This is an optimization exercise on Yosys and OpenROAD, whose aim is small area, not a production implementation. In this exercise RTL edits were held to simulation tests only and were not proved equivalent to the original. No activity file was given, so power comes from the tool's default toggle rates.

==> flow/design.v (outline; a module is shown in full before it is edited, if it fits) <==
// module process_r_dds_0_cbkb_cos: 522 lines
// module process_r_dds_0_cbkb_sin: 522 lines
// module process_r_dds_0_fcud: 71 lines
// module dds_mac_muladd_16eOg: 451 lines
// module dds_mac_mulsub_18dEe: 475 lines
// module process_r: 100 lines
module process_r (
        ap_clk,
        ap_rst,
        ap_start,
        ap_done,
        ap_idle,
        ap_ready,
        ap_ce,
        incr_V,
        ap_return_0,
        ap_return_1
);
  // ...
==> flow/run.sh <==
#!/bin/bash
# synth_recipe.tcl (not shown) runs the flow's synth.tcl, then flattens the netlist and writes it again
# the make line also repeats each setting of config.mk as NAME=value (left out here)
make -C /OpenROAD-flow-scripts/flow DESIGN_CONFIG=/design/flow/config.mk WORK_HOME=/design/flow/orfs CLKGATE_MAP_FILE= SYNTH_SCRIPT=/design/flow/synth_recipe.tcl finish
==> flow/config.mk <==
export PLATFORM = sky130hd
export DESIGN_NAME = process_r
export DESIGN_NICKNAME = process_r
export VERILOG_FILES = /design/flow/design.v
export SDC_FILE = /design/flow/constraint.sdc
export NUM_CORES = 4
export LEC_CHECK = 0
export CAP_MARGIN = 20
export CORE_MARGIN = 5
export CORE_UTILIZATION = 35
export SLEW_MARGIN = 20
export SYNTH_MEMORY_MAX_BITS = 32768
==> flow/constraint.sdc <==
create_clock -name core_clock -period 9.0 [get_ports {ap_clk}]
set_input_delay 1.8000 -clock core_clock [delete_from_list [all_inputs] [get_ports {ap_clk}]]
set_output_delay 1.8000 -clock core_clock [all_outputs]
set_load 0.01 [all_outputs]
==> results.txt, run 1 <==
Status: finished clean
Multi-input combinational area share: 59.1%
Post-Syn Nets: 5751
Setup TNS: 0 ns
Max Slew Vio Count: 0
Pleak: 0.0203 µW
Crit start category: flop
Setup Viol. Count Final: 0
Type of the worst min-delay path: flop to flop
Post-DR wirelength/cell: 31.8 µm
Pwr dens: 496 mW/mm²
Clock network area share: 3.22%
Worst setup EP type: flop
Buffering overhead: 4.70%
FF+latch count, synth: 431
Die X: 373 µm
Port bufs: 70
Minimum clock period: 7.58 ns
Synth Area in Simple Gates: 16.1%
Post-synth top flop: edfxtp_1
Post-DP HPWL: 156000 µm
ANT cells: 13
Post-route ant nets: 0
Min Hold Slack: 0.377 ns
Achievable Freq: 132 MHz
Routed WL: 216000 µm
Flop pwr share: 11.5%
GRT met1 Usage: 36.0%
Final core utilization: 38.6%
Most flops, register: ph
Critical-path cell list: buf_4, and2_1, fa_1, inv_1, fa_1, fa_1, inv_1, fa_1, fa_1, fa_1, ha_1, nand2_1, nor2_1, o21ai_0, a311oi_1, o21a_1, o22ai_1, or4_1, o41ai_1, nand2_1
CTS clk-pin slew, worst paths: 0.06 ns
==> run 2, diff against run 1 <==
==> flow/flow/run.sh (new file) <==
#!/bin/bash
# Own flow: the standard layout (standard.sh), with the synthesis
# script replaced by flow/my_synth.tcl (area-oriented ABC mapping).
set -euo pipefail
here=$(pwd)
export FLOW_FLOW_ABC_SCRIPT=$here/flow/abc_area.script
sed "s#SYNTH_SCRIPT=[^ ]*#SYNTH_SCRIPT=$here/flow/my_synth.tcl#" standard.sh > my_standard.sh
grep -q "SYNTH_SCRIPT=$here/flow/my_synth.tcl" my_standard.sh
bash my_standard.sh > flow_make.log 2>&1
==> flow/flow/abc_area.script (new file) <==
strash
ifraig
dc2
strash
&get -n
&dch -f
&nf -R 1000
&put
topo
stime -c
buffer -c
upsize -c
dnsize -c
==> flow/flow/my_synth.tcl (new file) <==
# The standard synthesis (synth_recipe.tcl), except that the final ABC
# mapping uses flow/abc_area.script: area-oriented mapping followed by
# ABC's buffering and sizing. Registers are mapped exactly as in the
# standard synthesis; only the combinational mapping differs.
proc synth {args} { yosys synth -nofsm -noshare {*}$args }
proc abc {args} {
  set i [lsearch -exact $args -script]
  if { $i >= 0 } {
    lset args [expr {$i + 1}] $::env(FLOW_FLOW_ABC_SCRIPT)
  }
  yosys abc {*}$args
}
source $::env(SCRIPTS_DIR)/synth.tcl
# left out here: clear keep_hierarchy, flatten, clean up, hide names made inside functions, write 1_2_yosys.v
==> flow/standard.sh (new file) <==
#!/bin/bash
# synth_recipe.tcl (not shown) runs the flow's synth.tcl, then flattens the netlist and writes it again
# the make line also repeats each setting of config.mk as NAME=value (left out here)
make -C /OpenROAD-flow-scripts/flow DESIGN_CONFIG=/design/flow/config.mk WORK_HOME=/design/flow/orfs CLKGATE_MAP_FILE= SYNTH_SCRIPT=/design/flow/synth_recipe.tcl "${@:-finish}"
removed: flow/run.sh
==> run 2 against run 1 <==
Against the previous run: still clean; sequential cell count is the same; clock-buffer cell count shrank 3; total power shrank 13%; final area shrank 3.0%; synthesized cell count shrank 10%; fmax shrank 9.8%; final cell count shrank 3.8%; via count shrank 10%; critical path depth grew 15; first-iteration DRC count shrank 14%; non-clock buffer count grew 370; worst setup slack lost 0.82 ns; largest cell class unchanged.
==> results.txt, run 2 <==
Status: finished clean (unchanged)
Routed WL: 193000 µm (was 216000 µm)
CP arrival: 8.78 ns (was 7.98 ns)
H-tree levels: 2 (unchanged)
Setup Viol. Count Final: 0 (unchanged)
CTS clk-pin slew, worst paths: 0.06 ns (about the same)
CP Class: flop to flop (unchanged)
Worst reg-to-reg setup slack: 0.59 ns (was 1.42 ns)
Layout area overhead: 19.3% (was 9.81%)
Die X: 353 µm (was 373 µm)
Top Registers: ph: 294 flops, acc: 32 flops (unchanged)
Layout cells sized above 1: 14.0% (was 7.85%)
Synth area leader: edfxtp_1 (unchanged)
Most common cell in the netlist: nand2_1 (unchanged)
Bufs on Longest Clock Path: 3 (unchanged)
Crit start category: flop (unchanged)
Main combinational cell family by area after synthesis: adder cells (unchanged)
Unique cell type count in the Yosys netlist: 71 (was 115)
Worst path most repeated cell: fa_1 (unchanged)
Post-synth top flop: edfxtp_1 (unchanged)
Initial core utilization: 35.3% (was 35.1%)
First-pass iteration count of the detailed router: 6 (was 7)
Period utilization: 93.4% (was 84.2%)
CP top delay family: adder cells (unchanged)
Pwr dens: 445 mW/mm² (was 496 mW/mm²)
Max Fanout on Critical Path: 11 (was 20)
Post-synthesis sequential area ratio: 30.3% (was 27.0%)
Hold path depth: 0 (unchanged)
GR Overflow Total: 0 (unchanged)
Reg-to-Reg End: upx_q (was kx_q[14])
Routed vias: 38288 (was 42547)
Core ar.: 0.116 mm² (was 0.131 mm²)
Hold EP: ph[14][18] (was ph[9][7])
Adder-cell area share of the yosys netlist: 26.6% (was 23.7%)
Share of flip-flops with an asynchronous set or reset: 0% (unchanged)
Worst hold path startpoint: ph[13][18] (was ph[8][7])
Post-synth EDFFs: 382 (unchanged)
Pleak: 0.0210 µW (was 0.0203 µW)
Post-synth top cells: nand2_1, inv_1, fa_1 (unchanged)
Top-area cell type share of the netlist area: 27.9% (was 24.9%)
Reg2Reg Depth: 35 (was 20)
Post-Syn Nets: 5237 (was 5751)
Die area: 0.124 mm² (was 0.139 mm²)
Worst Path Required: 9.38 ns (was 9.40 ns)
CP max stage delay: 0.59 ns (was 0.66 ns)
DRT iter0 DRCs: 5029 (was 5849)
Achievable Freq: 119 MHz (was 132 MHz)
Post-route ant nets: 0 (unchanged)
Mapped Cells: 4579 (was 5093)
FF+latch count, synth: 431 (unchanged)
Worst VDD drop: 0.866 mV (was 1.09 mV)
Cts repair resizes: 0 (unchanged)
Slowest cell on the critical path: edfxtp_1 (unchanged)
CTS tree: yes (unchanged)
CTS Root Cell: clkbuf_16 (unchanged)
Mapped Avg Cell Area: 8.98 µm² (was 9.04 µm²)
Total clock sinks: 431 (unchanged)
Nets: 5638 (was 5662)
Worst setup EP type: flop (unchanged)
Max FFs per register: 294 (unchanged)
Most flops, register: ph (unchanged)
Synth Cell Area: 0.0411 mm² (was 0.0461 mm²)
DRC errors left: 0 (unchanged)
Type of the worst min-delay path: flop to flop (unchanged)
Synth Area in Simple Gates: 16.2% (was 16.1%)
Commonest non-fill, non-tap cell in the layout: buf_4 (was nand2_1)
Final core utilization: 42.1% (was 38.6%)
Max Cap Viol: 0 (unchanged)
Final hold violations: 0 (unchanged)
# rows: 125 (was 133)
Clk_skew: 0.0312 ns (was 0.0446 ns)
Post-DP HPWL: 148000 µm (was 156000 µm)
Buf/Inv on CP: 3 (unchanged)
I/O Pins: 71 (unchanged)
Port bufs: 70 (unchanged)
Minimum clock period: 8.41 ns (was 7.58 ns)
Syn. warnings: 4 (unchanged)
Setup TNS: 0 ns (unchanged)
GPL Wtd Cong: 1.11 (was 1.12)
Synth top area cells: edfxtp_1, fa_1, ha_1 (unchanged)
Max Slew Vio Count: 0 (unchanged)
Vias per inst: 5.84 (was 6.25)
Post-DR wirelength/cell: 29.4 µm (was 31.8 µm)
Compound-Gate Fraction of Synth Area: 15.9% (was 19.8%)
First-pass GRT wire length: 277000 µm (was 307000 µm)
Worst reg2reg startpoint: fw_q[7] (was fw_q[9])
Skew-Pair Late Insertion Delay: 0.66 ns (was 0.67 ns)
Chip height: 353 µm (was 373 µm)
Highest-count cells in the layout ignoring fill and taps: buf_4, nand2_1, inv_1, fa_1, edfxtp_1 (was nand2_1, inv_1, fa_1, edfxtp_1, o21ai_0)
Relative slew slack: 22.4% (was 11.2%)
Vias in the first global route: 38756 (was 41797)
RSZ-0062 raised after global routing: false (unchanged)
Actual slew at the worst max-slew pin: 1.16 ns (was 1.31 ns)
Mux contribution to synthesized area: 1.10% (was 2.13%)
Initial antenna violation count: 12 (was 16)
Num CTS Buffers: 48 (was 47)
GRT Total Usage: 30.3% (was 30.0%)
XOR/XNOR Fraction of Synth Area: 2.41% (was 2.71%)
Critical path depth: 35 (was 20)
Largest net degree at the start of global routing: 157 (was 186)
[run 2: cell count changes after synthesis, sizes merged, moves of 59 or more]
| cell | delta |
|---|---|
| buf | -182 |
| o211ai | -73 |
| nor2 | +77 |
| a21oi | +59 |
| nand3 | -64 |
| clkbuf | +63 |
[run 2: final cells by class]
type	count	area, µm²
clock inverter	36	435
timing repair buffer	642	5300
clock buffer	54	1220
inverter	534	2010
antenna	7	17.5
tap	1524	1910
fill	11559	67300
multi-input combinational	3323	25700
sequential	431	12500
[run 2: logic make-up after synthesis]
kind of cell / Yosys count
buffers and inverters: 825
xor gates and xnor gates: 113
muxes: 45
and+or+nand+nor: 1453
adders and majority gates: 622
DFF: 431
AOI/OAI and AO/OA: 1090
[run 2: how the worst max path moves through the flow]
stage / from / end
finish: fw_q[7] / upx_q
global route: fw_q[7] / upx_q
CTS: fw_q[7] / upx_q
detailed placement: fw_q[7] / upx_q
global placement: fw_q[9] / upy_q
floorplan: fw_q[7] / upx_q
[run 2: report_power, final]
group | switching (µW) | internal (µW)
Combinational | 9880 | 7060
Sequential | 224 | 2600
Clock | 875 | 1180
Total | 11000 | 10800
[run 2: stage by stage]
step | setup WS [ns] | power [µW] | hold slack (ns) | cells | instance area (µm²)
CTS | 0.596 | 22000 | 0.398 | 6542 | 49000
global route | 0.0504 | 24400 | 0.409 | 6544 | 49000
detailed placement | 0.608 | 19800 | 0.405 | 6452 | 47300
global placement | 0.693 | 19400 | 0.400 | 6452 | 47300
floorplan | 1.48 | 14400 | 0.400 | 4579 | 41100
finish | 0.594 | 21800 | 0.405 | 6551 | 49000
[run 2: what timing repair did]
item	in CTS	in global routing
setup endpoints to repair	0	1
buffers inserted	0	2
hold buffers	0	0
[run 2: layer usage]
layer,part of all wire (%),track usage (%)
met1,38,37.7
met2,43,46.7
met3,10,7.79
met4,8.4,20.0
met5,0.042,0.231

re-timing with driven ports:
In the flow no input, the clock included, has a driving cell. The finished layouts below were timed again as built, in two steps. Step 1: set_driving_cell puts a clkbuf_16 on ap_clk and a buf_2 on each other input, an assumption about the parent block. Step 2 moves the port delays by t, midway between the first and last clock arrival at a register: inputs arrive t later, outputs are due t later. That takes back most of the time a late clock gives input paths. a / b / c = ideal ports / drivers / drivers and shift; a / b = the first two.
run | t, ns | setup slack, ns | worst hold slack (ns) | slew at the worst register clock pin (ns) | cell pins on the clock port's net
run 1 | 0.726 | 1.419 / 1.419 / 1.419 | 0.377 / 0.377 / 0.377 | 0.08 / 0.08 | 1
run 2 | 0.716 | 0.594 / 0.594 / 0.594 | 0.405 / 0.405 / 0.405 | 0.07 / 0.07 | 1
After both steps every run listed still meets setup and hold.
